This design comes from an exercise in tuning for small area on the open sky130 flow, not from production work.
Function was checked by simulation only, so behaviour that the tests miss may differ from the original.
Power is estimated from default activity; no workload was simulated.

## mac_top
module mac_top (
    input logic clk,
    input logic rst_n,
    input logic rx_valid,
    input logic [7:0] rx_data,
    input logic rx_last,
    input logic tx_start,
    input logic [2047:0] tx_payload,  
    input logic [31:0] tx_len,  
    output logic tx_valid,
    output logic [7:0] tx_byte,
    output logic tx_last,
    output logic rx_packet_valid,
    output logic rx_byte,
    output logic rx_last_o,
    output logic rx_crc_ok
);
Size in the first run: about 1900 cells after synthesis, roughly 59 I/O pins, about 12000 sq um of cells after synthesis.
==> flow/config.mk <==
export PLATFORM = sky130hd
export DESIGN_NAME = mac_top
export DESIGN_NICKNAME = mac_top
export VERILOG_FILES = /design/flow/design.v
export SDC_FILE = /design/flow/constraint.sdc
export NUM_CORES = 4
export LEC_CHECK = 0
export CAP_MARGIN = 20
export CORE_AREA = 5 5 615 615
export CTS_CLUSTER_DIAMETER = 60
export DIE_AREA = 0 0 620 620
export GPL_TIMING_DRIVEN = 0
export SLEW_MARGIN = 20
export SYNTH_HIERARCHICAL = 1
export SYNTH_MINIMUM_KEEP_SIZE = 0
==> flow/constraint.sdc <==
create_clock -name core_clock -period 6.0 [get_ports {clk}]
set_input_delay 1.2000 -clock core_clock [delete_from_list [all_inputs] [get_ports {clk}]]
set_output_delay 1.2000 -clock core_clock [all_outputs]
set_load 0.01 [all_outputs]
standard.sh (not shown) runs the stock make flow with config.mk's settings and CLKGATE_MAP_FILE= SYNTH_SCRIPT=/design/flow/synth_recipe.tcl, a recipe that flattens the netlist after the stock synthesis.
==> flow/flow/run.sh <==
#!/bin/bash
# The standard layout, except that:
#  - the port buffers are the smallest buffer (sky130_fd_sc_hd__buf_1) instead of the cell
#    buffer_ports picks on its own;
#  - tx_payload's pins are put in index order around the die edge (flow/pins.tcl) before the
#    I/O placer places the other ports.
# Each ORFS step keeps its own log under orfs/logs/; make's output goes to standard.log.
set -euo pipefail
cd "$(dirname "$0")/.."
bash standard.sh "BUFFER_PORTS_ARGS=-buffer_cell sky130_fd_sc_hd__buf_1" \
  "PRE_IO_PLACEMENT_TCL=$PWD/flow/pins.tcl" finish > standard.log 2>&1
==> flow/flow/pins.tcl <==
# Place tx_payload[0..2047] in index order around the die edge (counter-clockwise from the
# bottom-left corner), at the same pitch and pin shapes the I/O placer uses on its own:
# met2 pins every second met2 track on the bottom and top edges, met3 pins every second
# met3 track on the right and left edges. Neighbouring payload bytes then sit side by side,
# so the byte-select tree stays local. place_pins puts the remaining ports in the free slots.
set block [ord::get_db_block]
set dbu [$block getDbUnitsPerMicron]
set die [$block getDieArea]
set W [expr {double([$die dx]) / $dbu}]
set H [expr {double([$die dy]) / $dbu}]
set hx 0.07;  set hl 0.485
set vy 0.15;  set vl 0.8
set x0 2.07;  set dx 0.92
set y0 1.70;  set dy 1.36
set xs {}
for {set x $x0} {$x < $W - 4.0} {set x [expr {$x + $dx}]} { lappend xs $x }
set ys {}
for {set y $y0} {$y < $H - 1.7} {set y [expr {$y + $dy}]} { lappend ys $y }
set slots {}
foreach x $xs { lappend slots [list met2 $x [expr {$hl / 2}] [expr {2 * $hx}] $hl] }
foreach y $ys { lappend slots [list met3 [expr {$W - $vl / 2}] $y $vl [expr {2 * $vy}]] }
foreach x [lreverse $xs] { lappend slots [list met2 $x [expr {$H - $hl / 2}] [expr {2 * $hx}] $hl] }
foreach y [lreverse $ys] { lappend slots [list met3 [expr {$vl / 2}] $y $vl [expr {2 * $vy}]] }
puts "pins.tcl: [llength $slots] slots on a ${W} x ${H} die"
for {set n 0} {$n < 2048} {incr n} {
  lassign [lindex $slots $n] layer x y w h
  place_pin -pin_name "tx_payload\[$n\]" -layer $layer -location [list $x $y] -pin_size [list $w $h]
}
The starting point aborted during global routing (5_1_grt), error DRT-0416.
Rerun with:
==> flow/flow/run.sh (replaced) <==
#!/bin/bash
# The standard layout, except that:
#  - synthesis maps with ABC_LOAD_IN_FF=1 (the platform's 5 makes ABC upsize every gate
#    that drives a module port); the registers are the standard synthesis's;
#  - the port buffers are the smallest buffer (sky130_fd_sc_hd__buf_1) instead of the cell
#    buffer_ports picks on its own;
#  - tx_payload's pins are put in index order around the die edge (flow/pins.tcl) before
#    the I/O placer places the other ports.
# Each ORFS step keeps its own log under orfs/logs/; make's output goes to standard.log.
set -euo pipefail
cd "$(dirname "$0")/.."
bash standard.sh ABC_LOAD_IN_FF=1 "BUFFER_PORTS_ARGS=-buffer_cell sky130_fd_sc_hd__buf_1" \
  "PRE_IO_PLACEMENT_TCL=$PWD/flow/pins.tcl" finish > standard.log 2>&1
==> flow/flow/pins.tcl (replaced) <==
# Place tx_payload[0..2047] in index order around the die edge (counter-clockwise from the
# bottom-left corner), at the same pitch and pin shapes the I/O placer uses on its own:
# met2 pins every second met2 track on the bottom and top edges, met3 pins every second
# met3 track on the right and left edges. Neighbouring payload bytes then sit side by side,
# so the byte-select tree stays local. place_pins puts the remaining ports in the free slots.
# All coordinates are in nm (integers) so that every shape stays on the 5 nm grid.
set block [ord::get_db_block]
set die [$block getDieArea]
set W [$die dx]
set H [$die dy]
proc um {v} { return [format %.3f [expr {$v / 1000.0}]] }
set slots {}
set xs {}
for {set x 2070} {$x < $W - 4000} {incr x 920} { lappend xs $x }
set ys {}
for {set y 1700} {$y < $H - 1700} {incr y 1360} { lappend ys $y }
foreach x $xs { lappend slots [list met2 $x 245 140 490] }
foreach y $ys { lappend slots [list met3 [expr {$W - 400}] $y 800 300] }
foreach x [lreverse $xs] { lappend slots [list met2 $x [expr {$H - 245}] 140 490] }
foreach y [lreverse $ys] { lappend slots [list met3 400 $y 800 300] }
puts "pins.tcl: [llength $slots] slots on a $W x $H nm die"
for {set n 0} {$n < 2048} {incr n} {
  lassign [lindex $slots $n] layer x y w h
  place_pin -pin_name "tx_payload\[$n\]" -layer $layer -location [list [um $x] [um $y]] -pin_size [list [um $w] [um $h]]
}
- SETUP_SLACK_MARGIN: unset -> 0.1
The new run completed without violations.
Synthesized area went down slightly.
Synthesized cell count is unchanged.
Rerun with:
==> flow/flow/run.sh (replaced) <==
#!/bin/bash
# The standard layout, except that the port buffers are the smallest buffer
# (sky130_fd_sc_hd__buf_1) instead of the cell buffer_ports picks on its own.
# Each ORFS step keeps its own log under orfs/logs/; make's output goes to standard.log.
set -euo pipefail
cd "$(dirname "$0")/.."
bash standard.sh "BUFFER_PORTS_ARGS=-buffer_cell sky130_fd_sc_hd__buf_1" finish > standard.log 2>&1
- GPL_TIMING_DRIVEN: 0 -> unset
- SETUP_SLACK_MARGIN: 0.1 -> unset
removed: flow/flow/pins.tcl
Setup slack gains 0.26 ns.
Combinational power decreases by 17%.
Wire length rises by 84%.
Rerun with:
==> flow/flow/run.sh (replaced) <==
#!/bin/bash
# The standard layout, except that:
#  - the port buffers are the smallest buffer (sky130_fd_sc_hd__buf_1) instead of the cell
#    buffer_ports picks on its own;
#  - tx_payload's pins are put in index order along the bottom and top edges
#    (flow/pins2.tcl) before the I/O placer places the other ports.
# Each ORFS step keeps its own log under orfs/logs/; make's output goes to standard.log.
set -euo pipefail
cd "$(dirname "$0")/.."
bash standard.sh "BUFFER_PORTS_ARGS=-buffer_cell sky130_fd_sc_hd__buf_1" \
  "PRE_IO_PLACEMENT_TCL=$PWD/flow/pins2.tcl" finish > standard.log 2>&1
==> flow/flow/pins2.tcl (new file) <==
# Place tx_payload[0..2047] in index order along the bottom edge (left to right, bits
# 0..1023) and then the top edge (right to left, bits 1024..2047): one met2 pin on every
# met2 track, with the pin shape the I/O placer uses. Neighbouring payload bytes then sit
# side by side, so the byte-select tree stays local and the die can stay small.
# place_pins then puts the remaining ports on the left and right edges.
# All coordinates are in nm (integers) so that every shape stays on the 5 nm grid.
set block [ord::get_db_block]
set die [$block getDieArea]
set W [$die dx]
set H [$die dy]
proc um {v} { return [format %.3f [expr {$v / 1000.0}]] }
set xs {}
for {set k 0} {$k < 1024} {incr k} { lappend xs [expr {2070 + 460 * $k}] }
if {[lindex $xs end] > $W - 4000} { error "pins2.tcl: die too narrow for 1024 pins per edge" }
set slots {}
foreach x $xs { lappend slots [list $x 245] }
foreach x [lreverse $xs] { lappend slots [list $x [expr {$H - 245}]] }
for {set n 0} {$n < 2048} {incr n} {
  lassign [lindex $slots $n] x y
  place_pin -pin_name "tx_payload\[$n\]" -layer met2 -location [list [um $x] [um $y]] -pin_size {0.14 0.49}
}
- CORE_AREA: 5 5 615 615 -> 5 5 475 155
- DIE_AREA: 0 0 620 620 -> 0 0 480 160
- GPL_TIMING_DRIVEN: unset -> 0
The changed run did not get past global routing (5_1_grt); area after synthesis stays the same; synthesized cell count is unchanged.

========
== willow ==
mac_top, a different RTL version from the one above (not shown whole).
For scale: roughly 12,000 um^2 of cells after synthesis.
clock: 6.0 ns
lec_check: 0
cap_margin: 5
core_area: 5 5 615 615
cts_cluster_diameter: 60
die_area: 0 0 620 620
gpl_timing_driven: 0
setup_slack_margin: 0.2
slew_margin: 5
synth_hierarchical: 1
synth_minimum_keep_size: 0
==> flow/flow/run.sh <==
#!/bin/bash
# The standard layout, except that:
#  - synthesis maps with ABC_LOAD_IN_FF=1 (the platform's 5 makes ABC upsize every gate
#    that drives a module port); the registers are the standard synthesis's;
#  - the port buffers are the smallest buffer (sky130_fd_sc_hd__buf_1) instead of the cell
#    buffer_ports picks on its own;
#  - tx_payload's pins are put in index order around the die edge (flow/pins.tcl) before
#    the I/O placer places the other ports.
# Each ORFS step keeps its own log under orfs/logs/; make's output goes to standard.log.
set -euo pipefail
cd "$(dirname "$0")/.."
bash standard.sh ABC_LOAD_IN_FF=1 "BUFFER_PORTS_ARGS=-buffer_cell sky130_fd_sc_hd__buf_1" \
  "PRE_IO_PLACEMENT_TCL=$PWD/flow/pins.tcl" finish > standard.log 2>&1
==> flow/flow/pins.tcl <==
# Place tx_payload[0..2047] in index order around the die edge (counter-clockwise from the
# bottom-left corner), at the same pitch and pin shapes the I/O placer uses on its own:
# met2 pins every second met2 track on the bottom and top edges, met3 pins every second
# met3 track on the right and left edges. Neighbouring payload bytes then sit side by side,
# so the byte-select tree stays local. place_pins puts the remaining ports in the free slots.
# All coordinates are in nm (integers) so that every shape stays on the 5 nm grid.
set block [ord::get_db_block]
set die [$block getDieArea]
set W [$die dx]
set H [$die dy]
proc um {v} { return [format %.3f [expr {$v / 1000.0}]] }
set slots {}
set xs {}
for {set x 2070} {$x < $W - 4000} {incr x 920} { lappend xs $x }
set ys {}
for {set y 1700} {$y < $H - 1700} {incr y 1360} { lappend ys $y }
foreach x $xs { lappend slots [list met2 $x 245 140 490] }
foreach y $ys { lappend slots [list met3 [expr {$W - 400}] $y 800 300] }
foreach x [lreverse $xs] { lappend slots [list met2 $x [expr {$H - 245}] 140 490] }
foreach y [lreverse $ys] { lappend slots [list met3 400 $y 800 300] }
puts "pins.tcl: [llength $slots] slots on a $W x $H nm die"
for {set n 0} {$n < 2048} {incr n} {
  lassign [lindex $slots $n] layer x y w h
  place_pin -pin_name "tx_payload\[$n\]" -layer $layer -location [list [um $x] [um $y]] -pin_size [list [um $w] [um $h]]
}
willow ran in full, but the layout does not pass; the checks complain about slew limit.
Inputs modified between willow and amber:
# willow
export LEC_CHECK = 0
export CAP_MARGIN = 5
export CORE_AREA = 5 5 615 615
export CTS_CLUSTER_DIAMETER = 60
export DIE_AREA = 0 0 620 620
export GPL_TIMING_DRIVEN = 0
export SETUP_SLACK_MARGIN = 0.2
export SLEW_MARGIN = 5
export SYNTH_HIERARCHICAL = 1
export SYNTH_MINIMUM_KEEP_SIZE = 0
create_clock -name core_clock -period 6.0 [get_ports {clk}]
# amber
export LEC_CHECK = 0
export CAP_MARGIN = 20
export CORE_AREA = 5 5 615 615
export CTS_CLUSTER_DIAMETER = 60
export DIE_AREA = 0 0 620 620
export GPL_TIMING_DRIVEN = 0
export SLEW_MARGIN = 20
export SYNTH_HIERARCHICAL = 1
export SYNTH_MINIMUM_KEEP_SIZE = 0
create_clock -name core_clock -period 6.0 [get_ports {clk}]
==> flow/flow/run.sh <==
#!/bin/bash
# The standard layout, except that:
#  - the port buffers are the smallest buffer (sky130_fd_sc_hd__buf_1) instead of the cell
#    buffer_ports picks on its own;
#  - tx_payload's pins are put in index order around the die edge (flow/pins.tcl) before the
#    I/O placer places the other ports.
# Each ORFS step keeps its own log under orfs/logs/; make's output goes to standard.log.
set -euo pipefail
cd "$(dirname "$0")/.."
bash standard.sh "BUFFER_PORTS_ARGS=-buffer_cell sky130_fd_sc_hd__buf_1" \
  "PRE_IO_PLACEMENT_TCL=$PWD/flow/pins.tcl" finish > standard.log 2>&1
Findings:
- | amber | all stages done | FAIL | setup timing |
- Status willow: flow complete, layout not clean - slew limit
- Taking willow as the reference, in amber post-layout instance area has increased, cell count has increased, average size of a mapped cell has increased, final wirelength has remained practically unchanged.
- Delta (amber minus willow): routability congestion estimate from global placement decreased by 0.43% relative to the old numbers; first-pass GRT wire length closely matched the old numbers.

========
== job 4703 ==
The RTL this note starts from:
==> flow/design.v <==
module crc32(
    input logic clk,
    input logic rst_n,
    input logic valid_in,
    input logic data_in,
    output logic [31:0] crc_n  
);
    logic [31:0] shifted, nxt;
    assign shifted = {crc_n[30:0], crc_n[31] ^ data_in};
    for (genvar i = 0; i < 32; i++) begin : g_mux
        mux2 u_m(.a(crc_n[i]), .b(shifted[i]), .s(valid_in), .y(nxt[i]));
    end
    always_ff @(posedge clk or negedge rst_n) begin
        if (!rst_n) crc_n <= '0;
        else crc_n <= nxt;
    end
endmodule
module mux2(input logic a, input logic b, input logic s, output logic y);
    assign y = s ? b : a;
endmodule
module mac_rx(
    input logic clk,
    input logic rst_n,
    input logic in_valid,
    input logic in_bit,
    input logic in_last,
    output logic out_packet_valid,
    output logic out_bit,
    output logic out_last,
    output logic crc_ok
);
    logic [31:0] crc_n;
    crc32 u_crc(.clk(clk), .rst_n(rst_n), .valid_in(in_valid), .data_in(in_bit), .crc_n(crc_n));
    always_ff @(posedge clk) out_bit <= in_bit;
    always_ff @(posedge clk or negedge rst_n) begin
        if (!rst_n) begin
            out_packet_valid <= 1'b0;
            out_last <= 1'b0;
            crc_ok <= 1'b0;
        end else begin
            out_packet_valid <= in_valid;
            out_last <= in_valid & in_last;
            if (in_valid && out_last) crc_ok <= crc_n[0];  
        end
    end
endmodule
module mac_tx(
    input logic clk,
    input logic rst_n,
    input logic start,
    input logic [2047:0] payload,  
    input logic [8:0] payload_len,  
    output logic tx_valid,
    output logic [7:0] tx_byte,
    output logic tx_last
);
    logic streaming;
    logic [8:0] idx;
    logic more;
    logic [255:0] sel;
    logic [7:0] byte_sel;
    assign more = idx < payload_len;
    assign tx_last = tx_valid & ~streaming;
    always_ff @(posedge clk or negedge rst_n) begin
        if (!rst_n) begin
            streaming <= 1'b0;
            tx_valid <= 1'b0;
        end else begin
            streaming <= streaming ? more : (start & ~tx_valid);
            tx_valid <= streaming;
        end
    end
    byte_dec u_dec(.idx(idx[7:0]), .sel(sel));
    for (genvar b = 0; b < 8; b++) begin : g_bit
        logic [255:0] col;
        for (genvar i = 0; i < 256; i++) begin : g_col
            assign col[i] = payload[8*i + b];
        end
        bit_sel u_sel(.d(col), .sel(sel), .q(byte_sel[b]));
    end
    always_ff @(posedge clk) begin
        idx <= streaming ? idx + 9'd1 : 9'd0;
        tx_byte <= more ? byte_sel : 8'h00;
    end
endmodule
module byte_dec(
    input logic [7:0] idx,
    output logic [255:0] sel
);
    logic [15:0] lo_n, hi_n;
    for (genvar i = 0; i < 16; i++) begin : g_pre
        assign lo_n[i] = idx[3:0] != i;
        assign hi_n[i] = idx[7:4] != i;
    end
    for (genvar i = 0; i < 256; i++) begin : g_sel
        nor2 u_s(.a(hi_n[i / 16]), .b(lo_n[i % 16]), .y(sel[i]));
    end
endmodule
module bit_sel(
    input logic [255:0] d,
    input logic [255:0] sel,
    output logic q
);
    logic [85:0] z;
    for (genvar k = 0; k < 85; k++) begin : g_tri
        aoi222 u_t(.a(d[3*k]), .sa(sel[3*k]), .b(d[3*k+1]), .sb(sel[3*k+1]), .c(d[3*k+2]), .sc(sel[3*k+2]), .y(z[k]));
    end
    nand2 u_last(.a(d[255]), .b(sel[255]), .y(z[85]));
    logic [21:0] f1;  
    logic [5:0] n2;   
    logic [1:0] f3;   
    for (genvar k = 0; k < 21; k++) begin : g_l1
        nand4 u_g(.a(z[4*k]), .b(z[4*k+1]), .c(z[4*k+2]), .d(z[4*k+3]), .y(f1[k]));
    end
    nand2 u_l1(.a(z[84]), .b(z[85]), .y(f1[21]));
    for (genvar k = 0; k < 5; k++) begin : g_l2
        nor4 u_g(.a(f1[4*k]), .b(f1[4*k+1]), .c(f1[4*k+2]), .d(f1[4*k+3]), .y(n2[k]));
    end
    nor2 u_l2(.a(f1[20]), .b(f1[21]), .y(n2[5]));
    nand3 u_l3a(.a(n2[0]), .b(n2[1]), .c(n2[2]), .y(f3[0]));
    nand3 u_l3b(.a(n2[3]), .b(n2[4]), .c(n2[5]), .y(f3[1]));
    assign q = f3[0] | f3[1];
endmodule
module nand4(input logic a, input logic b, input logic c, input logic d, output logic y);
    assign y = ~(a & b & c & d);
endmodule
module nor4(input logic a, input logic b, input logic c, input logic d, output logic y);
    assign y = ~(a | b | c | d);
endmodule
module nand3(input logic a, input logic b, input logic c, output logic y);
    assign y = ~(a & b & c);
endmodule
module aoi222(input logic a, input logic sa, input logic b, input logic sb, input logic c, input logic sc, output logic y);
    assign y = ~((a & sa) | (b & sb) | (c & sc));
endmodule
module nand2(input logic a, input logic b, output logic y);
    assign y = ~(a & b);
endmodule
module nor2(input logic a, input logic b, output logic y);
    assign y = ~(a | b);
endmodule
module mac_top (
    input logic clk,
    input logic rst_n,
    input logic rx_valid,
    input logic [7:0] rx_data,
    input logic rx_last,
    input logic tx_start,
    input logic [2047:0] tx_payload,  
    input logic [31:0] tx_len,  
    output logic tx_valid,
    output logic [7:0] tx_byte,
    output logic tx_last,
    output logic rx_packet_valid,
    output logic rx_byte,
    output logic rx_last_o,
    output logic rx_crc_ok
);
    mac_rx u_rx(.clk(clk), .rst_n(rst_n), .in_valid(rx_valid), .in_bit(rx_data[0]), .in_last(rx_last),
                .out_packet_valid(rx_packet_valid), .out_bit(rx_byte), .out_last(rx_last_o), .crc_ok(rx_crc_ok));
    mac_tx u_tx(.clk(clk), .rst_n(rst_n), .start(tx_start), .payload(tx_payload), .payload_len(tx_len[8:0]),
                .tx_valid(tx_valid), .tx_byte(tx_byte), .tx_last(tx_last));
endmodule
clock: 6.0 ns
lec_check: 0
cap_margin: 10
core_area: 5 5 615 615
cts_cluster_diameter: 60
die_area: 0 0 620 620
gpl_timing_driven: 0
setup_slack_margin: 0.2
slew_margin: 10
synth_hierarchical: 1
synth_minimum_keep_size: 0
==> flow/flow/run.sh <==
#!/bin/bash
# The standard layout, except that:
#  - synthesis maps with ABC_LOAD_IN_FF=1 (the platform's 5 makes ABC upsize every gate
#    that drives a module port); the registers are the standard synthesis's;
#  - the port buffers are the smallest buffer (sky130_fd_sc_hd__buf_1) instead of the cell
#    buffer_ports picks on its own;
#  - tx_payload pins are put around the die edge in 12-byte blocks (flow/pins4.tcl) before
#    the I/O placer places the other ports.
# Each ORFS step keeps its own log under orfs/logs/; make's output goes to standard.log.
set -euo pipefail
cd "$(dirname "$0")/.."
bash standard.sh ABC_LOAD_IN_FF=1 "BUFFER_PORTS_ARGS=-buffer_cell sky130_fd_sc_hd__buf_1" \
  "PRE_IO_PLACEMENT_TCL=$PWD/flow/pins4.tcl" finish > standard.log 2>&1
Other scripts of this flow, unchanged in this note and not shown: flow/flow/pins4.tcl
Job 4703 was carried through to the last stage, and its layout satisfied the timing, DRC and antenna checks.
[inputs] job 6288 vs job 4703
- a change of CAP_MARGIN from 10 to 20
- a change of SLEW_MARGIN from 10 to 20
diff --git a/flow/flow/run.sh b/flow/flow/run.sh
--- a/flow/flow/run.sh
+++ b/flow/flow/run.sh
@@ -4,2 +4,3 @@
 #    that drives a module port); the registers are the standard synthesis's;
+#  - after global routing, gates on paths with slack to spare are downsized (RECOVER_POWER=50);
 #  - the port buffers are the smallest buffer (sky130_fd_sc_hd__buf_1) instead of the cell
@@ -11,3 +12,3 @@
 cd "$(dirname "$0")/.."
-bash standard.sh ABC_LOAD_IN_FF=1 "BUFFER_PORTS_ARGS=-buffer_cell sky130_fd_sc_hd__buf_1" \
+bash standard.sh ABC_LOAD_IN_FF=1 RECOVER_POWER=50 "BUFFER_PORTS_ARGS=-buffer_cell sky130_fd_sc_hd__buf_1" \
   "PRE_IO_PLACEMENT_TCL=$PWD/flow/pins4.tcl" finish > standard.log 2>&1
--- outcome ---
- Job 6288: complete, dirty (max-capacitance violations, max-slew violations)
- Delta (job 6288 minus job 4703): final worst-path setup slack rose 0.28 ns, total leakage power about even, sequential share of cell area about even, routed via count rose 120.
- From job 4703 to job 6288 the numbers moved as follows: inserted tap cell count about even, number of max-capacitance violations reported has increased, share of cell area taken by multi-input logic gates lost 0.29 points, clock group share of total power shows a reduction of 0.9 points.
What job 2626 does differently from job 6288 at the input level:
diff --git a/flow/flow/run.sh b/flow/flow/run.sh
--- a/flow/flow/run.sh
+++ b/flow/flow/run.sh
@@ -4,3 +4,2 @@
 #    that drives a module port); the registers are the standard synthesis's;
-#  - after global routing, gates on paths with slack to spare are downsized (RECOVER_POWER=50);
 #  - the port buffers are the smallest buffer (sky130_fd_sc_hd__buf_1) instead of the cell
@@ -12,3 +11,3 @@
 cd "$(dirname "$0")/.."
-bash standard.sh ABC_LOAD_IN_FF=1 RECOVER_POWER=50 "BUFFER_PORTS_ARGS=-buffer_cell sky130_fd_sc_hd__buf_1" \
+bash standard.sh ABC_LOAD_IN_FF=1 "BUFFER_PORTS_ARGS=-buffer_cell sky130_fd_sc_hd__buf_1" \
   "PRE_IO_PLACEMENT_TCL=$PWD/flow/pins4.tcl" finish > standard.log 2>&1
--- outcome ---
- Having completed the whole flow, job 2626 delivered a layout that passed the timing, DRC and antenna checks.
- Job 2626 vs. job 6288: total power per unit cell area closely matched the old numbers, routed length per instance closely matched the old numbers, worst setup slack closely matched the old numbers, fraction of layout cells with a size suffix above 1 closely matched the old numbers.
- Any difference in minimum clock period between job 6288 and job 2626 is small enough to ignore.

==> what the ideal ports hide <==
How much do the figures lean on ideal ports? The routed layouts below were timed once more, with nothing changed but the port constraints. Step 1 assumes that a clkbuf_16 drives the clock port and a buf_2 every other input. Step 2, shift: input delay + t, output delay - t, t = (earliest + latest rising clock arrival at the registers) / 2. This alone moves slack from input paths to output paths. Three values: no drivers, after step 1, after step 2; two values: the first two.
run | t (ns) | setup slack, ns | worst setup path at the end
the second run of note 1 | 0.321 | 0.181 / 0.181 / 0.181 | register to register
the third run of note 1 | 0.409 | 0.444 / 0.444 / 0.444 | register to register
willow | 0.470 | 0.166 / 0.166 / 0.166 | register to register
amber | 0.463 | -0.005 / -0.005 / -0.005 | register to register
job 4703 | 0.321 | 0.348 / 0.348 / 0.348 | register to register
job 6288 | 0.321 | 0.628 / 0.628 / 0.628 | register to register
job 2626 | 0.321 | 0.625 / 0.625 / 0.625 | register to register
